Background: an optimization exercise with open tools, aiming at small area, a short achievable clock period and few clock cycles. Do not read the settings as production practice. In this exercise RTL edits were held to simulation tests only and were not proved equivalent to the original. Power figures rest on the tool's default switching activity, not on a simulated workload.

## flow/run.sh

```bash
#!/bin/bash
# synth_recipe.tcl (not shown) runs the flow's synth.tcl, then flattens the netlist and writes it again
# the make line also repeats each setting of config.mk as NAME=value (left out here)
make -C /OpenROAD-flow-scripts/flow DESIGN_CONFIG=/design/flow/config.mk WORK_HOME=/design/flow/orfs CLKGATE_MAP_FILE= SYNTH_SCRIPT=/design/flow/synth_recipe.tcl finish
```

## flow/config.mk

```make
export PLATFORM = sky130hd
export DESIGN_NAME = JAM
export DESIGN_NICKNAME = JAM
export VERILOG_FILES = /design/flow/design.v
export SDC_FILE = /design/flow/constraint.sdc
export NUM_CORES = 4
export LEC_CHECK = 0
export CAP_MARGIN = 20
export CORE_MARGIN = 2
export CORE_UTILIZATION = 40
export PLACE_DENSITY = 0.6
export SLEW_MARGIN = 20
```

## flow/constraint.sdc

```tcl
create_clock -name core_clock -period 4.5 [get_ports {CLK}]
set_input_delay 0.9000 -clock core_clock [delete_from_list [all_inputs] [get_ports {CLK}]]
set_output_delay 0.9000 -clock core_clock [all_outputs]
set_load 0.01 [all_outputs]
```

## flow/design.v

```verilog
module JAM (
    input CLK,
    input RST,
    output [2:0] W,
    output [2:0] J,
    input [6:0] Cost,
    output [3:0] MatchCount,
    output [9:0] MinCost,
    output Valid
);
    localparam [3:0] P1 = 4'd0, CH = 4'd1, P2 = 4'd2, GAP = 4'd3, HI = 4'd4, HB = 4'd5,
                     HA = 4'd6, HS = 4'd7, HW = 4'd8, HU = 4'd9, DI = 4'd10, DFS = 4'd11,
                     FIN = 4'd12, DONE = 4'd13;
    reg [3:0]  ph;
    reg [5:0]  t;           
    reg [5:0]  tq;          
    reg        qp;          
    reg        qv;          
    reg        sv;          
    reg [7:0]  Creg;        
    reg        pend;        
    reg [6:0]  rmin;        
    reg [6:0]  u [0:7];     
    reg [7:0]  v [0:7];     
    reg [63:0] tm;          
    reg [9:0]  lb0;         
    reg [2:0]  mr [0:7];    
    reg [2:0]  mc [0:7];    
    reg [7:0]  rm;          
    reg [7:0]  cm;          
    reg [7:0]  Sm;          
    reg [7:0]  Tm;          
    reg [2:0]  par [0:7];   
    reg [2:0]  jc;          
    reg [7:0]  dl;          
    reg        sfirst;      
    reg [3:0]  cnt;
    reg [2:0]  js [0:6];    
    reg [2:0]  nj [0:6];    
    reg [6:0]  lastf;       
    reg [2:0]  PL;          
    reg        PLv;         
    reg [7:0]  used;
    reg [7:0]  Trow;        
    reg [3:0]  pc;          
    reg [15:0] M4;          
    reg        f4v;         
    reg [11:0] qr;          
    reg        qv2;         
    assign Valid = (ph == DONE);
    assign MinCost = lb0;
    assign MatchCount = cnt;
    wire [2:0] hi = t[5:3];
    wire [2:0] lo = t[2:0];
    assign W = (ph == P2) ? lo : hi;
    assign J = (ph == P2) ? hi : lo;
    integer i, a, b, x, y, g1, g2, h2, h3, g4, h4, g6, h7;
    function [2:0] lowest;
        input [7:0] m;
        begin
            casez (m)
                8'b???????1: lowest = 3'd0;
                8'b??????10: lowest = 3'd1;
                8'b?????100: lowest = 3'd2;
                8'b????1000: lowest = 3'd3;
                8'b???10000: lowest = 3'd4;
                8'b??100000: lowest = 3'd5;
                8'b?1000000: lowest = 3'd6;
                default:     lowest = 3'd7;
            endcase
        end
    endfunction
    wire       indfs = (ph == DFS);
    wire       inhs = (ph == HS);
    wire [2:0] k = hi;
    wire [2:0] j = lo;
    wire       inhu = (ph == HU);
    wire [6:0] ur = u[(inhs || inhu) ? hi : lo];     
    wire [7:0] vr = v[lo];                           
    wire [8:0] redn = {2'b0, Cost} - {2'b0, ur} - {vr[7], vr};
    wire [2:0] qhi = tq[5:3];
    wire [2:0] qlo = tq[2:0];
    wire       qfirst = (qlo == 3'd0);
    wire       qlast  = (qlo == 3'd7);
    wire       vlt = qfirst || Creg[6:0] < rmin;
    wire       veq = !qfirst && Creg[6:0] == rmin;
    wire [6:0] vmin = vlt ? Creg[6:0] : rmin;
    wire [7:0] qbit = 8'd1 << qlo;
    wire [7:0] tbn = vlt ? qbit : veq ? (Trow | qbit) : Trow;
    wire [7:0] gfc = tbn & ~cm;                      
    wire [7:0] gfr = tbn & ~rm;                      
    reg  [7:0] color;
    always @(*) begin
        color = (ph == CH) ? tbn : tm[63:56];
        for (g1 = 0; g1 < 7; g1 = g1 + 1) color = color | tm[8*g1 +: 8];
    end
    wire [7:0] need = ~color;
    wire [7:0] needn = need & (8'hfe << hi);        
    reg  [7:0] nsm;         
    reg  [7:0] sadd;        
    reg  [2:0] parn [0:7];
    always @(*) begin
        nsm = 8'd0;
        for (g2 = 0; g2 < 8; g2 = g2 + 1) if (Sm[g2]) nsm = nsm | tm[8*g2 +: 8];
        for (h2 = 0; h2 < 8; h2 = h2 + 1) begin
            parn[h2] = 3'd0;
            for (g2 = 7; g2 >= 0; g2 = g2 - 1) if (Sm[g2] && tm[8*g2 + h2]) parn[h2] = g2;
        end
    end
    wire [7:0] newT = nsm & ~Tm;
    wire [7:0] fh = newT & ~cm;
    always @(*) begin
        sadd = 8'd0;
        for (h3 = 0; h3 < 8; h3 = h3 + 1) if (newT[h3]) sadd = sadd | (8'd1 << mc[h3]);
    end
    wire [2:0] pi = par[jc];
    wire [7:0] ntm = ~Tm;
    wire [7:0] sj = ntm & (8'hfe << lo);
    wire [7:0] si = Sm & (8'hfe << hi);
    reg [63:0] sxn;         
    reg [63:0] nsxt;        
    always @(*) begin
        for (g4 = 0; g4 < 8; g4 = g4 + 1)
            for (h4 = 0; h4 < 8; h4 = h4 + 1) begin
                sxn[8*g4 + h4] = Sm[g4] & ~Tm[h4];
                nsxt[8*g4 + h4] = ~Sm[g4] & Tm[h4];
            end
    end
    wire [7:0] su = Sm & ~(8'd1 << hi);             
    wire [7:0] tu = Tm & ~(8'd1 << lo);
    wire       leaf = (k == 3'd7);
    wire [7:0] jbit = 8'd1 << j;
    wire [7:0] usedn = used | jbit;
    wire [2:0] kp1 = k + 3'd1;
    wire [7:0] Tk1 = tm[{kp1, 3'd0} +: 8];
    reg  [7:0] colany;
    reg        drow;
    always @(*) begin
        colany = 8'd0;
        drow = 1'b0;
        for (g6 = 0; g6 < 8; g6 = g6 + 1)
            if (g6 >= k) begin
                colany = colany | tm[8*g6 +: 8];
                if ((tm[8*g6 +: 8] & ~used) == 8'd0) drow = 1'b1;
            end
    end
    wire       dead = drow || ((~used & ~colany) != 8'd0);
    wire [7:0] m0 = Trow & ~used & (8'hfe << j);
    wire       st_v = (m0 != 8'd0);
    wire [2:0] st_j = lowest(m0);
    wire [7:0] d0 = Tk1 & ~usedn;
    wire       d0v = (d0 != 8'd0);
    wire       bulk = (k == 3'd3);
    wire       desc = !dead && !leaf && !bulk && d0v;
    wire       stay = !dead && st_v;
    wire       lcnt = !dead && leaf;
    reg  [7:0] fs [0:3];    
    reg  [7:0] rest;
    reg [15:0] M4n;         
    always @(*) begin
        rest = ~usedn;
        for (x = 0; x < 4; x = x + 1) begin
            for (y = 0; y < 8; y = y + 1) fs[x][y] = rest[y] && ((rest & ~(8'hff << y)) == 8'd0);
            rest = rest & ~fs[x];
        end
        for (x = 0; x < 4; x = x + 1)
            for (y = 0; y < 4; y = y + 1)
                M4n[4*x + y] = |(tm[8*(4+x) +: 8] & fs[y]);
    end
    function [2:0] perm3;
        input [15:0] m;
        input [1:0] s;
        reg [1:0] p, q, r;
        reg [5:0] tt;
        begin
            p = (s == 2'd0) ? 2'd1 : 2'd0;
            q = (s <= 2'd1) ? 2'd2 : 2'd1;
            r = (s == 2'd3) ? 2'd2 : 2'd3;
            tt[0] = m[4+p] & m[8+q] & m[12+r];
            tt[1] = m[4+p] & m[8+r] & m[12+q];
            tt[2] = m[4+q] & m[8+p] & m[12+r];
            tt[3] = m[4+q] & m[8+r] & m[12+p];
            tt[4] = m[4+r] & m[8+p] & m[12+q];
            tt[5] = m[4+r] & m[8+q] & m[12+p];
            perm3 = ({2'd0, tt[0]} + {2'd0, tt[1]} + {2'd0, tt[2]}) +
                    ({2'd0, tt[3]} + {2'd0, tt[4]} + {2'd0, tt[5]});
        end
    endfunction
    wire [2:0] q0 = M4[0] ? perm3(M4, 2'd0) : 3'd0;
    wire [2:0] q1 = M4[1] ? perm3(M4, 2'd1) : 3'd0;
    wire [2:0] q2 = M4[2] ? perm3(M4, 2'd2) : 3'd0;
    wire [2:0] q3 = M4[3] ? perm3(M4, 2'd3) : 3'd0;
    wire [3:0] p4 = ({1'b0, qr[2:0]} + {1'b0, qr[5:3]}) + ({1'b0, qr[8:6]} + {1'b0, qr[11:9]});
    wire [7:0] openl = {1'b0, ~lastf} & ~(8'hff << PL);    
    reg  [2:0] pl2;
    always @(*) begin
        pl2 = 3'd0;
        for (a = 0; a < 7; a = a + 1) if (openl[a]) pl2 = a;
    end
    reg  [7:0] freed;       
    always @(*) begin
        freed = 8'd0;
        for (b = 0; b < 7; b = b + 1)
            if (b >= PL && b < k) freed = freed | (8'd1 << js[b]);
    end
    wire [2:0] pj = nj[PL];
    always @(posedge CLK or posedge RST) begin
        if (RST) begin
            ph <= P1;
            t <= 6'd0;
            qv <= 1'b0;
        end else begin
            qv <= (ph == P1) || (ph == P2);
            case (ph)
                P1: begin
                    t <= t + 6'd1;
                    if (t == 6'd63) ph <= CH;
                end
                CH: begin
                    if (need != 8'd0) begin
                        ph <= P2;
                        t <= {lowest(need), 3'd0};
                    end else ph <= HI;
                end
                P2: begin
                    if (lo != 3'd7) t <= t + 6'd1;
                    else if (needn != 8'd0) t <= {lowest(needn), 3'd0};
                    else ph <= GAP;
                end
                GAP: ph <= HI;
                HI: ph <= (rm == 8'hff) ? DI : HB;
                HB: begin
                    if (fh != 8'd0) ph <= HA;
                    else if (newT == 8'd0) begin
                        ph <= HS;
                        t <= {lowest(Sm), lowest(ntm)};
                    end
                end
                HA: if (!rm[pi]) ph <= HI;
                HS: begin
                    if (sj != 8'd0) t <= {hi, lowest(sj)};
                    else if (si != 8'd0) t <= {lowest(si), lowest(ntm)};
                    else ph <= HW;
                end
                HW: begin
                    ph <= HU;
                    t <= {lowest(Sm), lowest(Tm)};
                end
                HU: begin
                    t <= {lowest(su), lowest(tu)};
                    if (su == 8'd0 && tu == 8'd0) ph <= HI;
                end
                DI: begin
                    ph <= DFS;
                    t <= {3'd0, lowest(tm[7:0])};
                end
                DFS: begin
                    if (desc) t <= {kp1, lowest(d0)};
                    else if (stay) t <= {k, st_j};
                    else if (!PLv) ph <= (f4v || qv2 || (!dead && bulk)) ? FIN : DONE;
                    else t <= {PL, pj};
                end
                FIN: if (!f4v && !qv2) ph <= DONE;
                default: ;
            endcase
        end
    end
    always @(posedge CLK) begin
        Creg <= inhs ? redn[7:0] : (ph == P2) ? {1'b0, Cost - ur} : {1'b0, Cost};
        tq <= t;
        qp <= (ph != P1);
        sv <= inhs;
        pend <= qv && qlast;
        if (pend) lb0 <= lb0 + {3'd0, rmin};
        if (qv) begin
            rmin <= vmin;
            Trow <= tbn;
            if (!qp) begin
                if (qhi == 3'd0) v[qlo] <= 8'd0;
                if (tq == 6'd0) begin
                    lb0 <= 10'd0;
                    rm <= 8'd0;
                    cm <= 8'd0;
                end
                if (qlast) begin
                    u[qhi] <= vmin;
                    tm[8*qhi +: 8] <= tbn;
                    if (gfc != 8'd0) begin
                        mr[qhi] <= lowest(gfc);
                        mc[lowest(gfc)] <= qhi;
                        rm[qhi] <= 1'b1;
                        cm[lowest(gfc)] <= 1'b1;
                    end
                end
            end else begin
                if (qlast) begin
                    v[qhi] <= {1'b0, vmin};
                    for (i = 0; i < 8; i = i + 1) tm[8*i + qhi] <= tbn[i];
                    if (gfr != 8'd0) begin
                        mr[lowest(gfr)] <= qhi;
                        mc[qhi] <= lowest(gfr);
                        rm[lowest(gfr)] <= 1'b1;
                        cm[qhi] <= 1'b1;
                    end
                end
            end
        end
        case (ph)
            HI: begin
                Sm <= ~rm;
                Tm <= 8'd0;
            end
            HB: begin
                for (h7 = 0; h7 < 8; h7 = h7 + 1) if (newT[h7]) par[h7] <= parn[h7];
                jc <= lowest(fh);
                Tm <= Tm | newT;
                Sm <= Sm | sadd;
                sfirst <= 1'b1;
            end
            HA: begin
                mr[pi] <= jc;
                mc[jc] <= pi;
                rm[pi] <= 1'b1;
                cm[jc] <= 1'b1;
                jc <= mr[pi];
            end
            HU: begin
                if (Sm[hi]) u[hi] <= ur + dl[6:0];
                if (Tm[lo]) v[lo] <= vr - dl;
                lb0 <= lb0 + (Sm[hi] ? {2'd0, dl} : 10'd0) - (Tm[lo] ? {2'd0, dl} : 10'd0);
                Sm <= su;
                Tm <= tu;
            end
            default: ;
        endcase
        if (sv) begin
            if (sfirst || Creg < dl) begin
                dl <= Creg;
                sfirst <= 1'b0;
            end
            tm <= (((sfirst || Creg < dl) ? (tm & ~sxn) : tm) | ((sfirst || Creg <= dl) ? (64'd1 << tq) : 64'd0))
                  & ~((ph == HW) ? nsxt : 64'd0);
        end
        M4 <= M4n;
        f4v <= indfs && !dead && bulk;
        qr <= {q3, q2, q1, q0};
        qv2 <= f4v;
        pc <= qv2 ? p4 : 4'd0;
        case (ph)
            DI: begin
                cnt <= 4'd0;
                used <= 8'd0;
                PLv <= 1'b0;
                Trow <= tm[7:0];
            end
            DFS: begin
                cnt <= cnt + pc + {3'd0, lcnt};
                if (desc) begin
                    js[k] <= j;
                    nj[k] <= st_j;
                    lastf[k] <= !st_v;
                    if (st_v) begin
                        PL <= k;
                        PLv <= 1'b1;
                    end
                    used <= usedn;
                    Trow <= Tk1;
                end else if (!stay) begin
                    Trow <= tm[{PL, 3'd0} +: 8];
                    used <= used & ~freed;
                    PL <= pl2;
                    PLv <= (openl != 8'd0);
                end
            end
            FIN: cnt <= cnt + pc;
            default: ;
        endcase
    end
endmodule
```

==> results of run 1 <==
-- metal layers --
layer  vias to the layer above  share of wire, %  global-route usage, %
met2                      3060                41                   52.4
li1                      16000                 -                      -
met1                     18200                39                   49.9
met5                         -             0.026                      0
met3                       746                13                   11.0
met4                         6               6.7                   20.7
-- cell usage after synthesis (22+ instances only) --
library cell,n,area [um^2]
sky130_fd_sc_hd__edfxtp_1,355,10700
sky130_fd_sc_hd__a31oi_1,36,225
sky130_fd_sc_hd__dfxtp_1,89,1780
sky130_fd_sc_hd__nor3b_1,22,165
sky130_fd_sc_hd__a22oi_1,119,893
sky130_fd_sc_hd__mux2_2,26,293
sky130_fd_sc_hd__xnor2_1,45,394
sky130_fd_sc_hd__a221oi_1,103,902
sky130_fd_sc_hd__mux4_2,45,1010
sky130_fd_sc_hd__nand3_1,104,521
sky130_fd_sc_hd__inv_1,178,668
sky130_fd_sc_hd__nand2_1,484,1820
sky130_fd_sc_hd__ha_1,112,1400
sky130_fd_sc_hd__nor2_1,330,1240
sky130_fd_sc_hd__clkbuf_1,279,1050
sky130_fd_sc_hd__a32oi_1,24,210
sky130_fd_sc_hd__a21o_1,78,586
sky130_fd_sc_hd__o21ai_0,298,1490
sky130_fd_sc_hd__nor4_1,32,200
sky130_fd_sc_hd__and3_1,40,250
sky130_fd_sc_hd__fa_1,38,761
sky130_fd_sc_hd__nand4_1,24,150
sky130_fd_sc_hd__nand2b_1,52,325
sky130_fd_sc_hd__nor3_1,109,546
sky130_fd_sc_hd__nor2b_1,54,338
sky130_fd_sc_hd__a211oi_1,51,383
sky130_fd_sc_hd__a222oi_1,22,220
sky130_fd_sc_hd__o22ai_1,53,332
sky130_fd_sc_hd__a22o_1,52,455
sky130_fd_sc_hd__o221ai_1,25,219
sky130_fd_sc_hd__mux2i_1,103,1030
sky130_fd_sc_hd__and2_1,44,275
sky130_fd_sc_hd__a21oi_1,349,1750
-- what timing repair did --
item | CTS | global route
buffers inserted | 0 | 2
gates resized for setup | 0 | 8
endpoints found under the setup margin | 0 | 71
-- cell families (layout without fill, tap and decap cells) --
kind of cell               count (synthesis)  count (layout)  synth area share (%)
muxes                                    178             178                  6.65
AOI/OAI and AO/OA                       1440            1440                  27.0
buffers and inverters                    509             668                  5.51
DFF                                      455             455                  35.4
adders and majority gates                151             151                  6.04
xor gates and xnor gates                  59              59                  1.44
other                                      1              15                0.0104
and+or+nand+nor                         1382            1382                  18.0
-- flip-flops by register name (all words and copies together) (netlist names), 10 cells and up, named ones only --
name,cells
M4,16
js,21
lb0,10
mc,24
mr,24
nj,21
par,24
qr,12
tm,64
u,56
v,64
-- power breakdown --
| group | leakage (uW) | total (uW) | switching [uW] | internal, uW |
|---|---|---|---|---|
| logic | 0.0109 | 1890 | 1020 | 868 |
| registers | 0.00384 | 5090 | 341 | 4750 |
| clock network | 0.000945 | 4870 | 2090 | 2780 |
| total | 0.0157 | 11900 | 3450 | 8400 |
-- area by class of cell --
| class | count | area [um^2] | share of cell area [%] |
|---|---|---|---|
| sequential | 455 | 12700 | 30.9 |
| antenna | 9 | 22.5 | 0.0546 |
| inverter | 185 | 694 | 1.68 |
| clock inverter | 35 | 407 | 0.986 |
| multi-input combinational | 3216 | 21300 | 51.7 |
| clock buffer | 73 | 1570 | 3.80 |
| tap | 1165 | 1460 | 3.53 |
| timing repair buffer | 375 | 3040 | 7.36 |
-- how the worst max path moves through the flow --
stage                     startpoint  slack, ps       end  cells past startpoint
after floorplan                ph[2]        -70   Creg[7]                     22
after global routing         rmin[4]          4  mr[1][1]                     12
after global placement         ph[3]        110   u[7][6]                     16
after detailed placement       ph[3]         50   u[7][6]                     18
after CTS                      ph[3]         70   u[2][6]                     16
final                           t[1]        170    M4[11]                     14
-- per-stage QoR --
stage,utilization [%],power (uW)
floorplan,-,6290
global placement,44.1,7000
detailed placement,44.1,7000
CTS,46.4,11800
global route,46.4,12200
finish,46.5,11900
==> impl_metrics.toml, run 1 <==
[place]
placement.cell_area_mm2 = 0.0392
hpwl_um = 130000
gpl_wtd_cong = 1.03
dp_cells = 5394
io_buf_count = 29
place_worst_setup_slack_ps = 51.1

[sta]
fin_worst_skew_ps = 38.2
fin_hold_ws_ps = 358
rsz0062_at_grt = "false"
final_setup_violation_count = 0
timing.final.hold_violations = 0
setup-tns-final_ps = 0
worst_slew_pin_slew_ps = 1130
fmaxAchievable_ghz = 0.231
fin_crit_ps = 4330
min_period_over_period_pct = 96.2
relSlewSlack_pct = 24.5
post-route-worst-setup-slack_ps = 171
timing.final.max_slew_violations = 0

[layout]
nets = 4449
stdcell_area_mm2 = 0.0413
share_of_post_route_cells_with_drive_strength_above_1_pct = 13.4
layout.cells.non_filler = 5513
layout.cells.most_common = "sky130_fd_sc_hd__nand2_1"
area_overhead_of_the_layout_relative_to_synthesis_pct = 14.7
num-fill-cells = 8671
final_cell_mix = "483 x sky130_fd_sc_hd__nand2_1, 355 x sky130_fd_sc_hd__edfxtp_1, 347 x sky130_fd_sc_hd__a21oi_1"

[floorplan]
start_util_pct = 40.5
io_pins = 30
die_width_um = 304
die-area_mm2 = 0.0923
design.core.area_mm2 = 0.0888
die_h_um = 304
std_cell_rows = 109

[yosys]
ys.warnings.count = 4
avg_synthesized_cell_area_um2 = 8.61
instance_count_of_the_mapped_netlist = 4175
synth_async_sr_flop_share_pct = 2.42
ys_seq_area_share_pct = 35.4
ys.flop_type = "sky130_fd_sc_hd__edfxtp_1"
synthesis.area_mm2 = 0.0360
synth.lib_cells_used.distinct = 107
synth_enable_flop_cells = 355
flop_and_latch_count_out_of_synthesis = 455

[detailed_routing]
drt-pass1-iter-count = 9
wl_per_cell_um = 32.2
ant_nets = 0
vias_per_cell = 6.91
drt-total-wl_um = 177000
count_of_routing_violations_after_the_opening_detailed_route_iteration = 6391
via_count = 38100
remaining_drc_errors = 0

[critical_path]
setup.worst_path.start_class = "flip-flop"
crit_path_max_incr_delay_ps = 580
regToRegSetupSlack_ps = 170
critical_path_class = "reg2reg"
cpMaxStageDelayCell = "sky130_fd_sc_hd__nor3b_1"
rr_endpoint = "M4[11]"
crit_arrival_ps = 4910
top_fanout_value_on_the_critical_path = 13
worstPathCellList = "buf_4 -> inv_1 -> ha_2 -> nor2b_1 -> nor2_1 -> buf_4 -> maj3_1 -> o2bb2ai_1 -> nor2_1 -> nor2_1 -> o21ai_0 -> nor3b_1 -> o211a_1 -> a221o_1"
critical_path_required_ps = 5090
timing.reg2reg.worst_path_depth = 14
worst_setup_path_end_kind = "flip-flop"
timing.critical_path.mode_cell = "sky130_fd_sc_hd__nor2_1"
r2r_start = "t[1]"
crit_family = "simple AND/OR/NAND/NOR gates"
number_of_buffers_and_inverters_on_the_critical_path = 3

[clocking]
cts_max_level = 2
cts.sink_count = 455
cts_buffer_depth = 3
cts-hold-fix-buffers = 0
cts_tree = "built"
cts.clk_slew.worst_paths_ps = 70
clock_latency_reported_for_the_late_side_of_the_worst_skew_pair_ps = 690
cts_inserted_buffers = 57
clockRootBuffer = "sky130_fd_sc_hd__clkbuf_16"

[worst_hold_path]
hp-start = "f4v"
hold_wc_path_type = "reg2reg"
hold_depth = 0
hold-path-endpoint = "qv2"

[grt]
vias_in_the_first_global_route = 35400
grt_first_pass_wirelength_um = 252000
maximum_number_of_pins_on_one_net_before_global_route_repair = 73
initial_antenna_violation_count = 13
gr-usage-all-layers_pct = 36.9
globalRouteOverflowTotal = 0

[power]
power.density_cell_area_mw_per_mm2 = 287
vdd_drop_max_mv = 0.354
p_leak_uw = 0.0157

[status]
outcome = "finished clean"

[run]
cap_violations = 0
Testbench counts, summed over its fixed seeds: cycles 4,758.
==> run 2: changes to the inputs <==
--- a/flow/design.v
+++ b/flow/design.v
@@ -237,5 +237,5 @@
                     end
                 end
-                HA: if (!rm[pi]) ph <= HI;
+                HA: if (!rm[pi]) ph <= ((rm | (8'd1 << pi)) == 8'hff) ? DI : HB;
                 HS: begin
                     if (sj != 8'd0) t <= {hi, lowest(sj)};
@@ -249,5 +249,5 @@
                 HU: begin
                     t <= {lowest(su), lowest(tu)};
-                    if (su == 8'd0 && tu == 8'd0) ph <= HI;
+                    if (su == 8'd0 && tu == 8'd0) ph <= HB;
                 end
                 DI: begin
@@ -297,10 +297,4 @@
                     v[qhi] <= {1'b0, vmin};
                     for (i = 0; i < 8; i = i + 1) tm[8*i + qhi] <= tbn[i];
-                    if (gfr != 8'd0) begin
-                        mr[lowest(gfr)] <= qhi;
-                        mc[qhi] <= lowest(gfr);
-                        rm[lowest(gfr)] <= 1'b1;
-                        cm[qhi] <= 1'b1;
-                    end
                 end
             end
@@ -324,4 +318,6 @@
                 cm[jc] <= 1'b1;
                 jc <= mr[pi];
+                Sm <= ~(rm | (8'd1 << pi));
+                Tm <= 8'd0;
             end
             HU: begin
@@ -329,6 +325,6 @@
                 if (Tm[lo]) v[lo] <= vr - dl;
                 lb0 <= lb0 + (Sm[hi] ? {2'd0, dl} : 10'd0) - (Tm[lo] ? {2'd0, dl} : 10'd0);
-                Sm <= su;
-                Tm <= tu;
+                Sm <= (su == 8'd0 && tu == 8'd0) ? ~rm : su;
+                Tm <= (su == 8'd0 && tu == 8'd0) ? 8'd0 : tu;
             end
             default: ;
--- a/flow/config.mk
+++ b/flow/config.mk
@@ -10,3 +10,4 @@
 export CORE_UTILIZATION = 40
 export PLACE_DENSITY = 0.6
+export SETUP_SLACK_MARGIN = 0.3
 export SLEW_MARGIN = 20
==> run 2 against run 1 <==
  * Still clean
  * Largest cell class unchanged
  * Global-route usage shrank 0.66 points
  * Via count shrank 1.7%
  * Critical path type unchanged
  * Critical endpoint is now ph[0]
  * Area after synthesis shrank 0.70%
  * Critical path depth shrank 3
  * Total power shrank 2.4%
  * Routed wire length shrank 3.7%
==> impl_metrics.toml, run 2 <==
[yosys]
synth_async_sr_flop_share_pct = 2.42
synth_area_leaders = "sky130_fd_sc_hd__edfxtp_1 30%, sky130_fd_sc_hd__o21ai_0 5.2%, sky130_fd_sc_hd__nand2_1 5.1%"
synth.cells.most_frequent = "488 x sky130_fd_sc_hd__nand2_1, 374 x sky130_fd_sc_hd__o21ai_0, 355 x sky130_fd_sc_hd__edfxtp_1, 295 x sky130_fd_sc_hd__nor2_1, 267 x sky130_fd_sc_hd__clkbuf_1"
synth_top_area_cell = "sky130_fd_sc_hd__edfxtp_1"
synth_enable_flop_cells = 355
instance_count_of_the_mapped_netlist = 4105
flop_and_latch_count_out_of_synthesis = 455
synthesis.area_mm2 = 0.0357
ys.warnings.count = 4
avg_synthesized_cell_area_um2 = 8.70
ys.flop_type = "sky130_fd_sc_hd__edfxtp_1"
synth_top_area_share_pct = 29.9
ys_seq_area_share_pct = 35.6
synth.lib_cells_used.distinct = 100
synth_most_common_cell = "sky130_fd_sc_hd__nand2_1"

[floorplan]
die_h_um = 303
io_pins = 30
std_cell_rows = 109
die-area_mm2 = 0.0917
design.core.area_mm2 = 0.0884
die_width_um = 303
start_util_pct = 40.4

[detailed_routing]
route.top_layer_used = "met5"
detail_route.wirelength.met1_um = 61800
met3RoutedLength_um = 23800
drt-total-wl_um = 171000
wire_length_on_met2_um = 72400
count_of_routing_violations_after_the_opening_detailed_route_iteration = 6484
drt-pass1-iter-count = 10
wl_per_cell_um = 31.7
ant_nets = 0
vias_per_cell = 6.94
via_count = 37400
remaining_drc_errors = 0

[clocking]
cts_buffer_depth = 3
cts-hold-fix-buffers = 0
cts.clk_slew.worst_paths_ps = 60
cts_tree = "built"
cts.sink_count = 455
clock_latency_reported_for_the_late_side_of_the_worst_skew_pair_ps = 690
cts_max_level = 2
clockRootBuffer = "sky130_fd_sc_hd__clkbuf_16"
cts_inserted_buffers = 55

[critical_path]
setup.worst_path.start_class = "flip-flop"
worst_setup_path_end_kind = "flip-flop"
critical_path_class = "reg2reg"
crit_arrival_ps = 4760
r2r_start = "t[3]"
worstSetupStartpoint = "t[3]"
top_fanout_value_on_the_critical_path = 9
critical_path_required_ps = 5110

[grt]
vias_in_the_first_global_route = 34900
initial_antenna_violation_count = 8
grt_first_pass_wirelength_um = 244000
globalRouteOverflowTotal = 0
maximum_number_of_pins_on_one_net_before_global_route_repair = 88
gr-usage-all-layers_pct = 36.3

[power]
seqPwrFrac_pct = 44.9
swShare_pct = 28.9
power_internal_uw = 8220
p_leak_uw = 0.0149
power.density_cell_area_mw_per_mm2 = 285
share_clk_of_total_power_pct = 40.0
vdd_drop_max_mv = 0.332
power.share.combinational_pct = 15.1
power_switching_uw = 3350

[run]
cap_violations = 0

[sta]
post-route-worst-setup-slack_ps = 350
fin_hold_ws_ps = 378
timing.final.max_slew_violations = 0
worst_slew_pin_slew_ps = 1180
fin_worst_skew_ps = 49.5
min_period_over_period_pct = 92.2
timing.final.hold_violations = 0
final_setup_violation_count = 0
fmaxAchievable_ghz = 0.241
rsz0062_at_grt = "true"
fin_crit_ps = 4150
setup-tns-final_ps = 0
relSlewSlack_pct = 19.1

[worst_hold_path]
hold_wc_path_type = "reg2reg"
hp-start = "f4v"

[layout]
reg.largest.list = "tm: 64 flops, v: 64 flops, u: 56 flops"
share_of_post_route_cells_with_drive_strength_above_1_pct = 13.8
area_overhead_of_the_layout_relative_to_synthesis_pct = 13.7
final_cell_mix = "487 x sky130_fd_sc_hd__nand2_1, 372 x sky130_fd_sc_hd__o21ai_0, 355 x sky130_fd_sc_hd__edfxtp_1"
nets = 4331
layout.cells.most_common = "sky130_fd_sc_hd__nand2_1"

[place]
place_worst_setup_slack_ps = 70.4
io_buf_count = 29
gpl_wtd_cong = 1.11
hpwl_um = 124000

[status]
outcome = "finished clean"
-- run 2: power by group through the flow --
stage / Clock, uW / Combinational [uW] / Sequential [uW]
6_report: 4630 / 1750 / 5190
5_1_grt: 4820 / 1920 / 5200
4_1_cts: 4660 / 1710 / 5170
3_5_place_dp: 0 / 1700 / 5260
3_3_place_gp: 0 / 1680 / 5250
2_1_floorplan: 0 / 1240 / 5070
-- run 2: per-layer routing --
layer | up-vias | GRT usage [%]
met5 | - | 0
met2 | 3057 | 54.1
met4 | 12 | 21.1
met1 | 17800 | 45.6
li1 | 15700 | -
met3 | 821 | 12.3
-- run 2: layout make-up --
| class | count | area, um^2 |
|---|---|---|
| sequential | 455 | 12700 |
| fill | 8608 | 47800 |
| antenna | 4 | 10.0 |
| inverter | 165 | 622 |
| clock buffer | 78 | 1610 |
| tap | 1165 | 1460 |
| clock inverter | 26 | 240 |
| timing repair buffer | 323 | 2580 |
| multi-input combinational | 3171 | 21400 |
-- run 2: worst paths after layout --
| path | endpoint | slack, ps | depth (start not counted) |
|---|---|---|---|
| worst max-delay path | ph[0] | 350 | 11 |
| worst min-delay path | qv2 | 380 | 0 |
| worst max register to register | ph[0] | 350 | 11 |
| worst min register to register | qv2 | 380 | 0 |
| max in group asynchronous | t[0] | 3230 | 2 |
| min in group asynchronous | t[2] | 730 | 2 |
-- run 2: per-stage QoR --
step	instances	utilization, %	area (um^2)	total power (uW)
after floorplan	4110	-	35800	6310
after global placement	5262	43.5	38400	6930
after detailed placement	5262	43.5	38500	6950
after CTS	5367	45.6	40300	11500
after global routing	5383	45.9	40600	12000
final	5387	46.0	40600	11600
-- run 2: logic make-up after synthesis --
kind of cell / Yosys count / share of synthesized area (%)
other: 1 / 0.0105
multiplexers: 206 / 7.40
AO/OA/AOI/OAI: 1406 / 26.6
buffers and inverters: 484 / 5.22
XOR/XNOR: 54 / 1.32
flip-flops: 455 / 35.6
AND/OR/NAND/NOR: 1347 / 17.7
adder cells (fa/ha/maj): 152 / 6.12
-- run 2: repair_timing --
item / CTS / global route
cloned: 0 / 1
buffers inserted: 1 / 15
pin swaps: 1 / 4
setup endpoints to repair: 9 / 95
hold endpoints to repair: 0 / 0
gates resized for setup: 2 / 34
-- run 2: critical path, cell delays in order (launching register included) --
cell	delay, ps
sky130_fd_sc_hd__dfrtp_2	480
sky130_fd_sc_hd__inv_2	110
sky130_fd_sc_hd__ha_2	210
sky130_fd_sc_hd__ha_1	250
sky130_fd_sc_hd__or2_1	400
sky130_fd_sc_hd__a22o_1	290
sky130_fd_sc_hd__a2111oi_0	500
sky130_fd_sc_hd__nor4_2	190
sky130_fd_sc_hd__and3_1	260
sky130_fd_sc_hd__a2111oi_0	1040
sky130_fd_sc_hd__or4_1	220
sky130_fd_sc_hd__mux2_2	150
Testbench counts of run 2, summed over its fixed seeds: cycles 4,716.
==> run 3: changes to the inputs <==
--- a/flow/config.mk
+++ b/flow/config.mk
@@ -10,4 +10,3 @@
 export CORE_UTILIZATION = 40
 export PLACE_DENSITY = 0.6
-export SETUP_SLACK_MARGIN = 0.3
 export SLEW_MARGIN = 20
==> run 3 against run 2 <==
  * Critical endpoint unchanged
  * Maximum frequency is 4.1% lower
  * Clock power is 4% lower
  * Sequential power is 2% higher
  * Die area stayed put
  * Synthesized cell count stayed put
  * Design area is 0.46% lower
  * Hold slack worse by 9.1 ps
==> impl_metrics.toml, run 3 <==
[place]
io_buf_count = 29
gpl_wtd_cong = 1.06
dp_cells = 5289
placement.cell_area_mm2 = 0.0386
hpwl_um = 130000

[floorplan]
design.core.area_mm2 = 0.0884
std_cell_rows = 109
io_pins = 30
die_h_um = 303
start_util_pct = 40.4
die_width_um = 303
die-area_mm2 = 0.0917

[sta]
fin_worst_skew_ps = 65.5
fmaxAchievable_ghz = 0.231
fin_crit_ps = 4330
worst_slew_pin_slew_ps = 1210
relSlewSlack_pct = 18.7
fin_hold_ws_ps = 369
timing.final.max_slew_violations = 0
setup-tns-final_ps = 0
timing.final.hold_violations = 0
final_setup_violation_count = 0
min_period_over_period_pct = 96.1

[clocking]
cts_buffer_depth = 3
cts.sink_count = 455
cts_max_level = 2
cts_tree = "built"
cts.clk_slew.worst_paths_ps = 60
clockRootBuffer = "sky130_fd_sc_hd__clkbuf_16"
cts-hold-fix-buffers = 0
clock_latency_reported_for_the_late_side_of_the_worst_skew_pair_ps = 690
cts_inserted_buffers = 55

[yosys]
instance_count_of_the_mapped_netlist = 4105
flop_and_latch_count_out_of_synthesis = 455
synth_enable_flop_cells = 355
synth.lib_cells_used.distinct = 100
synth_async_sr_flop_share_pct = 2.42
synthesis.area_mm2 = 0.0357
avg_synthesized_cell_area_um2 = 8.70
synth_top_area_cell = "sky130_fd_sc_hd__edfxtp_1"
synth_top_area_share_pct = 29.9
synth_area_leaders = "sky130_fd_sc_hd__edfxtp_1 30%, sky130_fd_sc_hd__o21ai_0 5.2%, sky130_fd_sc_hd__nand2_1 5.1%"
synth_most_common_cell = "sky130_fd_sc_hd__nand2_1"
ys.warnings.count = 4
ys.flop_type = "sky130_fd_sc_hd__edfxtp_1"
synth.cells.most_frequent = "488 x sky130_fd_sc_hd__nand2_1, 374 x sky130_fd_sc_hd__o21ai_0, 355 x sky130_fd_sc_hd__edfxtp_1, 295 x sky130_fd_sc_hd__nor2_1, 267 x sky130_fd_sc_hd__clkbuf_1"
ys_seq_area_share_pct = 35.6

[critical_path]
worstSetupStartpoint = "jc[0]"
r2r_start = "jc[0]"
critical_path_class = "reg2reg"
cpMaxStageDelayCell = "sky130_fd_sc_hd__or4_4"
timing.critical_path.mode_cell = "sky130_fd_sc_hd__ha_1"
critical_path_required_ps = 5010
top_fanout_value_on_the_critical_path = 13
setup.worst_path.start_class = "flip-flop"
worst_setup_path_end_kind = "flip-flop"
crit_arrival_ps = 4840
worstPathCellList = "inv_1 -> ha_1 -> ha_1 -> or4_4 -> nor2_1 -> a31oi_2 -> buf_4 -> clkinvlp_4 -> ha_2 -> o2111a_1 -> a32oi_1 -> a221oi_2 -> a21oi_1 -> and3_1 -> or4_1 -> mux2_2"
crit_path_max_incr_delay_ps = 600

[grt]
vias_in_the_first_global_route = 34800
grt_first_pass_wirelength_um = 251000
maximum_number_of_pins_on_one_net_before_global_route_repair = 83
gr-usage-all-layers_pct = 37.8
initial_antenna_violation_count = 8
globalRouteOverflowTotal = 0

[detailed_routing]
remaining_drc_errors = 0
via_count = 37300
drt-total-wl_um = 177000
wl_per_cell_um = 32.8
count_of_routing_violations_after_the_opening_detailed_route_iteration = 6209
ant_nets = 0
drt-pass1-iter-count = 7
vias_per_cell = 6.90

[layout]
share_of_post_route_cells_with_drive_strength_above_1_pct = 13.5
layout.cells.most_common = "sky130_fd_sc_hd__nand2_1"
reg.largest.list = "tm: 64 flops, v: 64 flops, u: 56 flops"
stdcell_area_mm2 = 0.0404
nets = 4344
area_overhead_of_the_layout_relative_to_synthesis_pct = 13.2
layout.cells.non_filler = 5398
final_cell_mix = "487 x sky130_fd_sc_hd__nand2_1, 373 x sky130_fd_sc_hd__o21ai_0, 355 x sky130_fd_sc_hd__edfxtp_1"

[power]
p_leak_uw = 0.0149
power.density_cell_area_mw_per_mm2 = 282
vdd_drop_max_mv = 0.314
finalPower_uw = 11400

[worst_hold_path]
hp-start = "f4v"
hold_wc_path_type = "reg2reg"

[run]
cap_violations = 0

[status]
outcome = "finished clean"
-- run 3: worst max-delay path, delay by kind of cell, from the launching register on --
family	cells	cell delay, ps
fa+ha+maj	3	680
buf+inv	3	470
compound gates	5	880
mux	1	270
flops	1	400
simple gates	4	1470
-- run 3: power by group --
part           switching (uW)  internal [uW]  total [uW]
Sequential                482           4790        5270
Combinational             887            812        1700
Clock                    2050           2390        4440
-- run 3: stage by stage --
step / setup WS [ps] / util (%)
detailed placement: 75.1 / 43.7
global route: -0.000444 / 45.7
finish: 173 / 45.7
floorplan: 6.52 / -
global placement: 148 / 43.7
CTS: 112 / 45.7
-- run 3: cells by family after synthesis --
| family | share of synthesized area, % |
|---|---|
| mux | 7.40 |
| xor+xnor | 1.32 |
| simple gates | 17.7 |
| fa+ha+maj | 6.12 |
| compound gates | 26.6 |
| buf+inv | 5.22 |
| flops | 35.6 |
| other cells | 0.0105 |
-- run 3: timing repair --
| item | in CTS | in global routing |
|---|---|---|
| endpoints found under the setup margin | 0 | 11 |
| resized for setup | 0 | 7 |
| buffers inserted | 0 | 3 |
| endpoints found under the hold margin | 0 | 0 |
-- run 3: worst paths after layout --
kind / slack [ps] / end / depth (start not counted)
min in group asynchronous: 670 / t[1] / 2
worst max register to register: 170 / ph[0] / 16
max in group asynchronous: 3220 / t[0] / 2
worst max-delay path: 170 / ph[0] / 16
worst min register to register: 370 / qv2 / 0
worst min-delay path: 370 / qv2 / 0
-- run 3: layer usage --
metal | track usage (%) | share of wire [%] | routed length, um
met1 | 48.1 | 38 | 66900
met2 | 57.2 | 43 | 75900
met3 | 11.2 | 12 | 22000
met4 | 21.5 | 7.0 | 12500
met5 | 0 | 0.020 | 36
-- run 3: area by class of cell --
| type | instances | area, um^2 |
|---|---|---|
| Fill cell | 8736 | 47900 |
| Timing Repair Buffer | 336 | 2620 |
| Tap cell | 1165 | 1460 |
| Clock inverter | 34 | 304 |
| Multi-Input combinational cell | 3171 | 21200 |
| Inverter | 165 | 623 |
| Clock buffer | 66 | 1450 |
| Sequential cell | 455 | 12700 |
| Antenna cell | 6 | 15.0 |
==> run 4: changes to the inputs <==
--- a/flow/design.v
+++ b/flow/design.v
@@ -9,5 +9,5 @@
     output Valid
 );
-    localparam [3:0] P1 = 4'd0, CH = 4'd1, P2 = 4'd2, GAP = 4'd3, HI = 4'd4, HB = 4'd5,
+    localparam [3:0] P1 = 4'd0, CH = 4'd1, PU = 4'd2, HI = 4'd4, HB = 4'd5,
                      HA = 4'd6, HS = 4'd7, HW = 4'd8, HU = 4'd9, DI = 4'd10, DFS = 4'd11,
                      FIN = 4'd12, DONE = 4'd13;
@@ -15,5 +15,5 @@
     reg [5:0]  t;           
     reg [5:0]  tq;          
-    reg        qp;          
+    reg        p2m;         
     reg        qv;          
     reg        sv;          
@@ -36,15 +36,6 @@
     reg        sfirst;      
     reg [3:0]  cnt;
-    reg [2:0]  js [0:6];    
-    reg [2:0]  nj [0:6];    
-    reg [6:0]  lastf;       
-    reg [2:0]  PL;          
-    reg        PLv;         
-    reg [7:0]  used;
     reg [7:0]  Trow;        
-    reg [3:0]  pc;          
-    reg [15:0] M4;          
     reg        f4v;         
-    reg [11:0] qr;          
     reg        qv2;         
     assign Valid = (ph == DONE);
@@ -53,6 +44,6 @@
     wire [2:0] hi = t[5:3];
     wire [2:0] lo = t[2:0];
-    assign W = (ph == P2) ? lo : hi;
-    assign J = (ph == P2) ? hi : lo;
+    assign W = hi;
+    assign J = lo;
     integer i, a, b, x, y, g1, g2, h2, h3, g4, h4, g6, h7;
     function [2:0] lowest;
@@ -76,5 +67,5 @@
     wire [2:0] j = lo;
     wire       inhu = (ph == HU);
-    wire [6:0] ur = u[(inhs || inhu) ? hi : lo];     
+    wire [6:0] ur = u[hi];                           
     wire [7:0] vr = v[lo];                           
     wire [8:0] redn = {2'b0, Cost} - {2'b0, ur} - {vr[7], vr};
@@ -89,5 +80,4 @@
     wire [7:0] tbn = vlt ? qbit : veq ? (Trow | qbit) : Trow;
     wire [7:0] gfc = tbn & ~cm;                      
-    wire [7:0] gfr = tbn & ~rm;                      
     reg  [7:0] color;
     always @(*) begin
@@ -96,14 +86,14 @@
     end
     wire [7:0] need = ~color;
-    wire [7:0] needn = need & (8'hfe << hi);        
     reg  [7:0] nsm;         
     reg  [7:0] sadd;        
     reg  [2:0] parn [0:7];
+    reg  [7:0] colm;
     always @(*) begin
         nsm = 8'd0;
         for (g2 = 0; g2 < 8; g2 = g2 + 1) if (Sm[g2]) nsm = nsm | tm[8*g2 +: 8];
         for (h2 = 0; h2 < 8; h2 = h2 + 1) begin
-            parn[h2] = 3'd0;
-            for (g2 = 7; g2 >= 0; g2 = g2 - 1) if (Sm[g2] && tm[8*g2 + h2]) parn[h2] = g2;
+            for (g2 = 0; g2 < 8; g2 = g2 + 1) colm[g2] = Sm[g2] & tm[8*g2 + h2];
+            parn[h2] = lowest(colm);
         end
     end
@@ -129,4 +119,11 @@
     wire [7:0] su = Sm & ~(8'd1 << hi);             
     wire [7:0] tu = Tm & ~(8'd1 << lo);
+    wire [7:0] used = Tm;
+    wire [2:0] PL = jc;
+    wire       PLv = sfirst;
+    wire [6:0] lastf = Sm[6:0];
+    wire [15:0] M4 = {cm, rm};    
+    wire [11:0] qr = {dl, rmin[3:0]};    
+    wire [3:0] pc = Creg[3:0];    
     wire       leaf = (k == 3'd7);
     wire [7:0] jbit = 8'd1 << j;
@@ -198,11 +195,9 @@
         for (a = 0; a < 7; a = a + 1) if (openl[a]) pl2 = a;
     end
-    reg  [7:0] freed;       
+    reg  [7:0] keep;        
     always @(*) begin
-        freed = 8'd0;
-        for (b = 0; b < 7; b = b + 1)
-            if (b >= PL && b < k) freed = freed | (8'd1 << js[b]);
+        for (b = 0; b < 8; b = b + 1) keep[b] = used[b] && (par[b] < PL);
     end
-    wire [2:0] pj = nj[PL];
+    wire [2:0] pj = mc[PL];
     always @(posedge CLK or posedge RST) begin
         if (RST) begin
@@ -211,5 +206,5 @@
             qv <= 1'b0;
         end else begin
-            qv <= (ph == P1) || (ph == P2);
+            qv <= (ph == P1);
             case (ph)
                 P1: begin
@@ -217,16 +212,10 @@
                     if (t == 6'd63) ph <= CH;
                 end
-                CH: begin
+                CH, PU: begin
                     if (need != 8'd0) begin
-                        ph <= P2;
-                        t <= {lowest(need), 3'd0};
+                        ph <= HS;
+                        t <= {3'd0, lowest(need)};
                     end else ph <= HI;
                 end
-                P2: begin
-                    if (lo != 3'd7) t <= t + 6'd1;
-                    else if (needn != 8'd0) t <= {lowest(needn), 3'd0};
-                    else ph <= GAP;
-                end
-                GAP: ph <= HI;
                 HI: ph <= (rm == 8'hff) ? DI : HB;
                 HB: begin
@@ -244,6 +233,6 @@
                 end
                 HW: begin
-                    ph <= HU;
-                    t <= {lowest(Sm), lowest(Tm)};
+                    ph <= p2m ? PU : HU;
+                    t <= p2m ? {3'd0, lowest(ntm)} : {lowest(Sm), lowest(Tm)};
                 end
                 HU: begin
@@ -267,7 +256,7 @@
     end
     always @(posedge CLK) begin
-        Creg <= inhs ? redn[7:0] : (ph == P2) ? {1'b0, Cost - ur} : {1'b0, Cost};
+        Creg <= (indfs || ph == FIN || ph == DI) ? {4'd0, qv2 ? p4 : 4'd0} :
+                inhs ? redn[7:0] : {1'b0, Cost};
         tq <= t;
-        qp <= (ph != P1);
         sv <= inhs;
         pend <= qv && qlast;
@@ -276,5 +265,5 @@
             rmin <= vmin;
             Trow <= tbn;
-            if (!qp) begin
+            begin
                 if (qhi == 3'd0) v[qlo] <= 8'd0;
                 if (tq == 6'd0) begin
@@ -293,15 +282,21 @@
                     end
                 end
-            end else begin
-                if (qlast) begin
-                    v[qhi] <= {1'b0, vmin};
-                    for (i = 0; i < 8; i = i + 1) tm[8*i + qhi] <= tbn[i];
-                end
             end
         end
         case (ph)
+            CH, PU: begin
+                Sm <= 8'hff;
+                Tm <= ~(8'd1 << lowest(need));
+                sfirst <= 1'b1;
+                p2m <= 1'b1;
+                if (ph == PU) begin
+                    v[lo] <= vr + dl;
+                    lb0 <= lb0 + {2'd0, dl};
+                end
+            end
             HI: begin
                 Sm <= ~rm;
                 Tm <= 8'd0;
+                p2m <= 1'b0;
             end
             HB: begin
@@ -338,14 +333,13 @@
                   & ~((ph == HW) ? nsxt : 64'd0);
         end
-        M4 <= M4n;
+        if (indfs) {cm, rm} <= M4n;
         f4v <= indfs && !dead && bulk;
-        qr <= {q3, q2, q1, q0};
+        if (indfs || ph == FIN) {dl, rmin[3:0]} <= {q3, q2, q1, q0};
         qv2 <= f4v;
-        pc <= qv2 ? p4 : 4'd0;
         case (ph)
             DI: begin
                 cnt <= 4'd0;
-                used <= 8'd0;
-                PLv <= 1'b0;
+                Tm <= 8'd0;
+                sfirst <= 1'b0;
                 Trow <= tm[7:0];
             end
@@ -353,18 +347,18 @@
                 cnt <= cnt + pc + {3'd0, lcnt};
                 if (desc) begin
-                    js[k] <= j;
-                    nj[k] <= st_j;
-                    lastf[k] <= !st_v;
+                    par[j] <= k;
+                    mc[k] <= st_j;
+                    Sm[k] <= !st_v;
                     if (st_v) begin
-                        PL <= k;
-                        PLv <= 1'b1;
+                        jc <= k;
+                        sfirst <= 1'b1;
                     end
-                    used <= usedn;
+                    Tm <= usedn;
                     Trow <= Tk1;
                 end else if (!stay) begin
                     Trow <= tm[{PL, 3'd0} +: 8];
-                    used <= used & ~freed;
-                    PL <= pl2;
-                    PLv <= (openl != 8'd0);
+                    Tm <= keep;
+                    jc <= pl2;
+                    sfirst <= (openl != 8'd0);
                 end
             end
--- a/flow/config.mk
+++ b/flow/config.mk
@@ -10,3 +10,4 @@
 export CORE_UTILIZATION = 40
 export PLACE_DENSITY = 0.6
+export SETUP_SLACK_MARGIN = 0.7
 export SLEW_MARGIN = 20
==> run 4 against run 3 <==
  * Critical path type unchanged
  * Still clean on timing, DRC and antenna
  * Largest cell class unchanged
  * Critical path depth fell by 4
  * Sequential share of layout area down 4.3 points
  * Worst setup slack improved by 300 ps
  * Highest routed layer unchanged
  * Hold slack worse by 4.1 ps
==> impl_metrics.toml, run 4 <==
[critical_path]
timing.reg2reg.worst_path_depth = 12
rr_endpoint = "mc[5][0]"
crit_arrival_ps = 4390
worstSetupStartpoint = "t[3]"
setup.worst_path.start_class = "flip-flop"
worstSetupEndpoint = "mc[5][0]"
critical_path_required_ps = 4860
top_fanout_value_on_the_critical_path = 31
worst_setup_path_end_kind = "flip-flop"
critical_path_class = "reg2reg"
regToRegSetupSlack_ps = 470
r2r_start = "t[3]"

[detailed_routing]
via_count = 33400
vias_per_cell = 6.94
drt-pass1-iter-count = 9
count_of_routing_violations_after_the_opening_detailed_route_iteration = 5136
wl_per_cell_um = 33.3
remaining_drc_errors = 0
drt-total-wl_um = 160000
ant_nets = 0

[sta]
fin_crit_ps = 4030
worst_slew_pin_slew_ps = 1030
fin_hold_ws_ps = 365
setup-tns-final_ps = 0
timing.final.hold_violations = 0
relSlewSlack_pct = 29.3
final_setup_violation_count = 0
fin_worst_skew_ps = 46.7
fmaxAchievable_ghz = 0.248
timing.final.max_slew_violations = 0
rsz0062_at_grt = "true"
min_period_over_period_pct = 89.6

[grt]
vias_in_the_first_global_route = 30900
maximum_number_of_pins_on_one_net_before_global_route_repair = 128
initial_antenna_violation_count = 15
grt_first_pass_wirelength_um = 223000
globalRouteOverflowTotal = 0
gr-usage-all-layers_pct = 39.2

[floorplan]
start_util_pct = 40.4
std_cell_rows = 101
die_h_um = 281
die_width_um = 281
design.core.area_mm2 = 0.0759
die-area_mm2 = 0.0789
io_pins = 30

[power]
finalPower_uw = 10700
power.density_cell_area_mw_per_mm2 = 291
vdd_drop_max_mv = 0.333
p_leak_uw = 0.0140

[yosys]
synth_enable_flop_cells = 276
synth.lib_cells_used.distinct = 102
avg_synthesized_cell_area_um2 = 8.54
ys_seq_area_share_pct = 32.6
synth_area_leaders = "sky130_fd_sc_hd__edfxtp_1 27%, sky130_fd_sc_hd__ha_1 5.4%, sky130_fd_sc_hd__a21oi_1 5.1%"
synth_async_sr_flop_share_pct = 3.06
flop_and_latch_count_out_of_synthesis = 359
synthesis.area_mm2 = 0.0307
synth.cells.most_frequent = "365 x sky130_fd_sc_hd__nand2_1, 311 x sky130_fd_sc_hd__a21oi_1, 287 x sky130_fd_sc_hd__nor2_1, 280 x sky130_fd_sc_hd__o21ai_0, 276 x sky130_fd_sc_hd__edfxtp_1"
instance_count_of_the_mapped_netlist = 3590
ys.flop_type = "sky130_fd_sc_hd__edfxtp_1"
synth_top_area_cell = "sky130_fd_sc_hd__edfxtp_1"
ys.warnings.count = 3
synth_top_area_share_pct = 27.0
synth_most_common_cell = "sky130_fd_sc_hd__nand2_1"

[status]
outcome = "finished clean"

[clocking]
cts_tree = "built"
cts_inserted_buffers = 47
clock_latency_reported_for_the_late_side_of_the_worst_skew_pair_ps = 640
cts_buffer_depth = 3
cts.clk_slew.worst_paths_ps = 60
cts.sink_count = 359
cts-hold-fix-buffers = 0
clockRootBuffer = "sky130_fd_sc_hd__clkbuf_16"
cts_max_level = 2

[layout]
final_cell_mix = "352 x sky130_fd_sc_hd__nand2_1, 312 x sky130_fd_sc_hd__buf_4, 294 x sky130_fd_sc_hd__a21oi_1"
num-fill-cells = 7360
share_of_post_route_cells_with_drive_strength_above_1_pct = 19.5
reg.largest.list = "tm: 64 flops, v: 64 flops, u: 56 flops"
nets = 3917
post_layout_utilization_of_the_core_pct = 48.5
area_overhead_of_the_layout_relative_to_synthesis_pct = 20.3
layout.cells.most_common = "sky130_fd_sc_hd__nand2_1"
stdcell_area_mm2 = 0.0369

[worst_hold_path]
hold_wc_path_type = "reg2reg"
hold_depth = 0

[run]
cap_violations = 0

[place]
placement.cell_area_mm2 = 0.0335
gpl_wtd_cong = 1.15
io_buf_count = 29
hpwl_um = 118000
==> run 4: changes by cell type in the layout (fill, tap and decap cells not counted), moves of 35 or more <==
cell,change
sky130_fd_sc_hd__nand2_1,-135
sky130_fd_sc_hd__o21ai_0,-113
sky130_fd_sc_hd__a21oi_1,+40
sky130_fd_sc_hd__edfxtp_1,-79
sky130_fd_sc_hd__mux2i_1,-53
sky130_fd_sc_hd__a31o_2,-35
==> run 4: layout make-up <==
| class | instances | area, um^2 | area share [%] |
|---|---|---|---|
| Multi-Input combinational cell | 2768 | 19900 | 53.9 |
| Inverter | 168 | 656 | 1.78 |
| Timing Repair Buffer | 394 | 3410 | 9.26 |
| Tap cell | 1030 | 1290 | 3.50 |
| Sequential cell | 359 | 10000 | 27.2 |
| Antenna cell | 7 | 17.5 | 0.0475 |
| Clock inverter | 34 | 388 | 1.05 |
| Clock buffer | 54 | 1220 | 3.32 |
==> run 4: report_power, final <==
| group | total (uW) | internal (uW) | switching, uW |
|---|---|---|---|
| logic | 2390 | 1090 | 1300 |
| clock network | 4020 | 2370 | 1650 |
| registers | 4330 | 3800 | 530 |
| total | 10700 | 7250 | 3480 |
==> run 4: stage by stage <==
stage	instances	setup slack [ps]
floorplan	3590	691
global route	4808	466
global placement	4648	225
finish	4814	469
CTS	4760	524
detailed placement	4649	235
==> run 4: worst min-delay path by stage <==
stage,end,from
floorplan,qv2,f4v
detailed placement,qv2,f4v
global placement,qv2,f4v
finish,qv2,f4v
CTS,qv2,f4v
global route,qv2,f4v
==> run 4: critical path, stage by stage, from the launching register on <==
cell and delay [ps]:
sky130_fd_sc_hd__dfrtp_4 510, sky130_fd_sc_hd__buf_16 310, sky130_fd_sc_hd__mux2i_1 710, sky130_fd_sc_hd__a22oi_1 270
sky130_fd_sc_hd__nand3_1 180, sky130_fd_sc_hd__and4bb_2 310, sky130_fd_sc_hd__a211oi_4 90, sky130_fd_sc_hd__and3_4 280
sky130_fd_sc_hd__and2_4 200, sky130_fd_sc_hd__buf_6 130, sky130_fd_sc_hd__o31ai_4 240, sky130_fd_sc_hd__nand2_2 150
sky130_fd_sc_hd__mux2_4 320
==> run 4: logic make-up after synthesis <==
group / Yosys count / share of synthesized area [%]
AO/OA/AOI/OAI: 1267 / 27.6
XOR/XNOR: 60 / 1.71
adder cells (fa/ha/maj): 170 / 7.87
multiplexers: 158 / 7.13
AND/OR/NAND/NOR: 1112 / 17.1
flip-flops: 359 / 32.6
buffers and inverters: 464 / 5.93
==> run 4: routing by layer <==
layer | wire [um] | vias to the layer above | GRT usage, % | share of wire, %
met5 | 349 | - | 0.813 | 0.22
met4 | 14200 | 16 | 27.0 | 8.8
met3 | 22400 | 715 | 14.0 | 14
met2 | 64200 | 2691 | 56.2 | 40
met1 | 59000 | 16100 | 48.9 | 37
li1 | - | 14000 | - | -
==> run 4: timing repair <==
action	CTS	global route
endpoints found under the setup margin	198	268
pin swaps	12	59
gates cloned	1	3
gates resized for setup	72	212
setup buffers	22	44
Testbench counts of run 4, summed over its fixed seeds: cycles 4,791.
==> run 5: changes to the inputs <==
--- a/flow/config.mk
+++ b/flow/config.mk
@@ -10,4 +10,3 @@
 export CORE_UTILIZATION = 40
 export PLACE_DENSITY = 0.6
-export SETUP_SLACK_MARGIN = 0.7
 export SLEW_MARGIN = 20
==> run 5 against run 4 <==
  * Still clean
  * Critical path depth rose by 2
  * Design area fell by 4.0%
  * Global-route usage fell by 0.30 points
  * Clock-buffer cell count fell by 7
  * Clock skew fell by 24 ps
  * Sequential share of layout area rose by 1.1 points
  * Routed wire length fell by 2.2%
  * Hold slack got worse by 1.1 ps
  * First-iteration DRC count rose by 6.6%
  * Die area did not move
  * Critical endpoint is now par[6][2]
==> impl_metrics.toml, run 5 <==
[status]
outcome = "finished clean"

[sta]
fin_worst_skew_ps = 22.7
relSlewSlack_pct = 19.1
timing.final.max_slew_violations = 0
setup-tns-final_ps = 0
final_setup_violation_count = 0
rsz0062_at_grt = "false"
post-route-worst-setup-slack_ps = 67.9
worst_slew_pin_slew_ps = 1210
min_period_over_period_pct = 98.5
fin_crit_ps = 4430
fmaxAchievable_ghz = 0.226
timing.final.hold_violations = 0
fin_hold_ws_ps = 364

[yosys]
flop_and_latch_count_out_of_synthesis = 359
avg_synthesized_cell_area_um2 = 8.54
synth_top_area_cell = "sky130_fd_sc_hd__edfxtp_1"
ys.warnings.count = 3
synth.lib_cells_used.distinct = 102
instance_count_of_the_mapped_netlist = 3590
ys.flop_type = "sky130_fd_sc_hd__edfxtp_1"
synth_async_sr_flop_share_pct = 3.06
synth_enable_flop_cells = 276
synthesis.area_mm2 = 0.0307
synth_top_area_share_pct = 27.0
ys_seq_area_share_pct = 32.6
synth.cells.most_frequent = "365 x sky130_fd_sc_hd__nand2_1, 311 x sky130_fd_sc_hd__a21oi_1, 287 x sky130_fd_sc_hd__nor2_1, 280 x sky130_fd_sc_hd__o21ai_0, 276 x sky130_fd_sc_hd__edfxtp_1"
synth_most_common_cell = "sky130_fd_sc_hd__nand2_1"
synth_area_leaders = "sky130_fd_sc_hd__edfxtp_1 27%, sky130_fd_sc_hd__ha_1 5.4%, sky130_fd_sc_hd__a21oi_1 5.1%"

[critical_path]
worst_setup_path_end_kind = "flip-flop"
crit_arrival_ps = 4780
critical_path_class = "reg2reg"
setup.worst_path.start_class = "flip-flop"
top_fanout_value_on_the_critical_path = 11
critical_path_required_ps = 4850

[layout]
nets = 3911
share_of_post_route_cells_with_drive_strength_above_1_pct = 15.4
final_cell_mix = "365 x sky130_fd_sc_hd__nand2_1, 355 x sky130_fd_sc_hd__buf_4, 310 x sky130_fd_sc_hd__a21oi_1"
layout.cells.non_filler = 4796
post_layout_utilization_of_the_core_pct = 46.6
area_overhead_of_the_layout_relative_to_synthesis_pct = 15.5
layout.cells.most_common = "sky130_fd_sc_hd__nand2_1"
reg.largest.list = "tm: 64 flops, v: 64 flops, u: 56 flops"

[power]
power.density_cell_area_mw_per_mm2 = 288
swShare_pct = 32.9
vdd_drop_max_mv = 0.262
power.share.combinational_pct = 22.3
power_internal_uw = 6850
p_leak_uw = 0.0135
power_switching_uw = 3350
share_clk_of_total_power_pct = 35.8
seqPwrFrac_pct = 41.9

[detailed_routing]
remaining_drc_errors = 0
count_of_routing_violations_after_the_opening_detailed_route_iteration = 5474
via_count = 33200
ant_nets = 0
drt-pass1-iter-count = 6
wl_per_cell_um = 32.7
vias_per_cell = 6.92
drt-total-wl_um = 157000

[clocking]
cts_tree = "built"
cts.clk_slew.worst_paths_ps = 70
cts.sink_count = 359
clock_latency_reported_for_the_late_side_of_the_worst_skew_pair_ps = 620
cts_inserted_buffers = 44
clockRootBuffer = "sky130_fd_sc_hd__clkbuf_16"
cts_buffer_depth = 3
cts_max_level = 2

[run]
cap_violations = 0

[worst_hold_path]
hold_wc_path_type = "reg2reg"

[floorplan]
std_cell_rows = 101
die_width_um = 281
die_h_um = 281
die-area_mm2 = 0.0789
io_pins = 30
start_util_pct = 40.4
design.core.area_mm2 = 0.0759

[grt]
maximum_number_of_pins_on_one_net_before_global_route_repair = 90
initial_antenna_violation_count = 4
vias_in_the_first_global_route = 30800
grt_first_pass_wirelength_um = 222000
gr-usage-all-layers_pct = 38.9
globalRouteOverflowTotal = 0

[place]
dp_cells = 4715
place_worst_setup_slack_ps = 121
io_buf_count = 29
hpwl_um = 119000
gpl_wtd_cong = 1.10
## run 5: power groups by stage
stage	registers (uW)	clock network, uW	logic [uW]
2_1_floorplan	4050	0	1610
3_3_place_gp	4320	0	2200
3_5_place_dp	4320	0	2220
4_1_cts	4250	3670	2240
5_1_grt	4290	3770	2500
6_report	4280	3650	2270
## run 5: timing repair
| action | CTS | global route |
|---|---|---|
| hold buffers | 0 | 0 |
| hold endpoints to repair | 0 | 0 |
| endpoints found under the setup margin | 0 | 17 |
| gates resized for setup | 0 | 4 |
| buffers inserted | 0 | 0 |
## run 5: cell type report
cell class,count,area [um^2]
Inverter,168,631
Multi-Input combinational cell,2767,18900
Antenna cell,3,7.51
Sequential cell,359,10000
Fill cell,7414,40500
Clock inverter,30,295
Tap cell,1030,1290
Timing Repair Buffer,392,3100
Clock buffer,47,1130
## run 5: final timing paths
kind,start,end,slack [ps],cells past startpoint
setup / recovery,t[3],par[6][2],70,14
hold / removal,f4v,qv2,360,0
setup reg to reg,t[3],par[6][2],70,14
hold reg to reg,f4v,qv2,360,0
max in group asynchronous,RST,t[3],3340,2
min in group asynchronous,RST,t[0],740,2
## run 5: cell families after synthesis
group,Yosys count,synth area share (%)
multiplexers,158,7.13
AO/OA/AOI/OAI,1267,27.6
adder cells (fa/ha/maj),170,7.87
AND/OR/NAND/NOR,1112,17.1
XOR/XNOR,60,1.71
buffers and inverters,464,5.93
flip-flops,359,32.6
## run 5: routing by layer
metal	routed length, um	global-route usage, %	vias to the layer above
met5	117	0.938	-
met4	12600	24.6	8
met3	20500	9.98	691
met2	63700	56.4	2700
met1	59600	51.3	15900
li1	-	-	13900
## run 5: per-stage QoR
stage	total power, uW	area (um^2)
floorplan	5660	30700
global placement	6510	33900
detailed placement	6540	33900
CTS	10200	35400
global route	10600	35400
finish	10200	35400
## run 5: critical path, cell delays in order (launching register included)
cell	delay (ps)
sky130_fd_sc_hd__dfrtp_4	500
sky130_fd_sc_hd__ha_1	220
sky130_fd_sc_hd__inv_1	60
sky130_fd_sc_hd__ha_1	340
sky130_fd_sc_hd__and2_1	300
sky130_fd_sc_hd__a22o_1	260
sky130_fd_sc_hd__or3_1	390
sky130_fd_sc_hd__and4bb_1	250
sky130_fd_sc_hd__a211oi_2	380
sky130_fd_sc_hd__and3_4	260
sky130_fd_sc_hd__nand2_2	170
sky130_fd_sc_hd__buf_4	280
sky130_fd_sc_hd__nor3_4	250
sky130_fd_sc_hd__buf_4	180
sky130_fd_sc_hd__mux2_2	330

## re-timing with driven ports
Ports are ideal in the flow. The routed layouts listed here were re-timed in OpenROAD. Step 1, drivers: a clkbuf_16 drives CLK and a buf_2 each remaining input, both assumed. Step 2 also shifts input and output timing later by t, the mid clock arrival at the registers, as if the neighbouring blocks saw the same clock. Slacks: ideal / step 1 / step 2; pairs: ideal / step 1.
| run | t, ns | setup WS [ns] | worst setup path at the end | clock arrival spread, ns | slew at the worst register clock pin (ns) |
|---|---|---|---|---|---|
| run 1 | 0.744 | 0.171 / 0.171 / 0.171 | register to register | 0.045 / 0.045 | 0.07 / 0.07 |
| run 2 | 0.731 | 0.350 / 0.350 / 0.350 | register to register | 0.050 / 0.050 | 0.07 / 0.07 |
| run 3 | 0.718 | 0.173 / 0.173 / 0.173 | register to register | 0.066 / 0.066 | 0.07 / 0.07 |
| run 4 | 0.684 | 0.469 / 0.469 / 0.469 | register to register | 0.047 / 0.047 | 0.07 / 0.07 |
| run 5 | 0.675 | 0.068 / 0.068 / 0.068 | register to register | 0.022 / 0.023 | 0.07 / 0.07 |
After both steps every run listed still meets setup and hold.
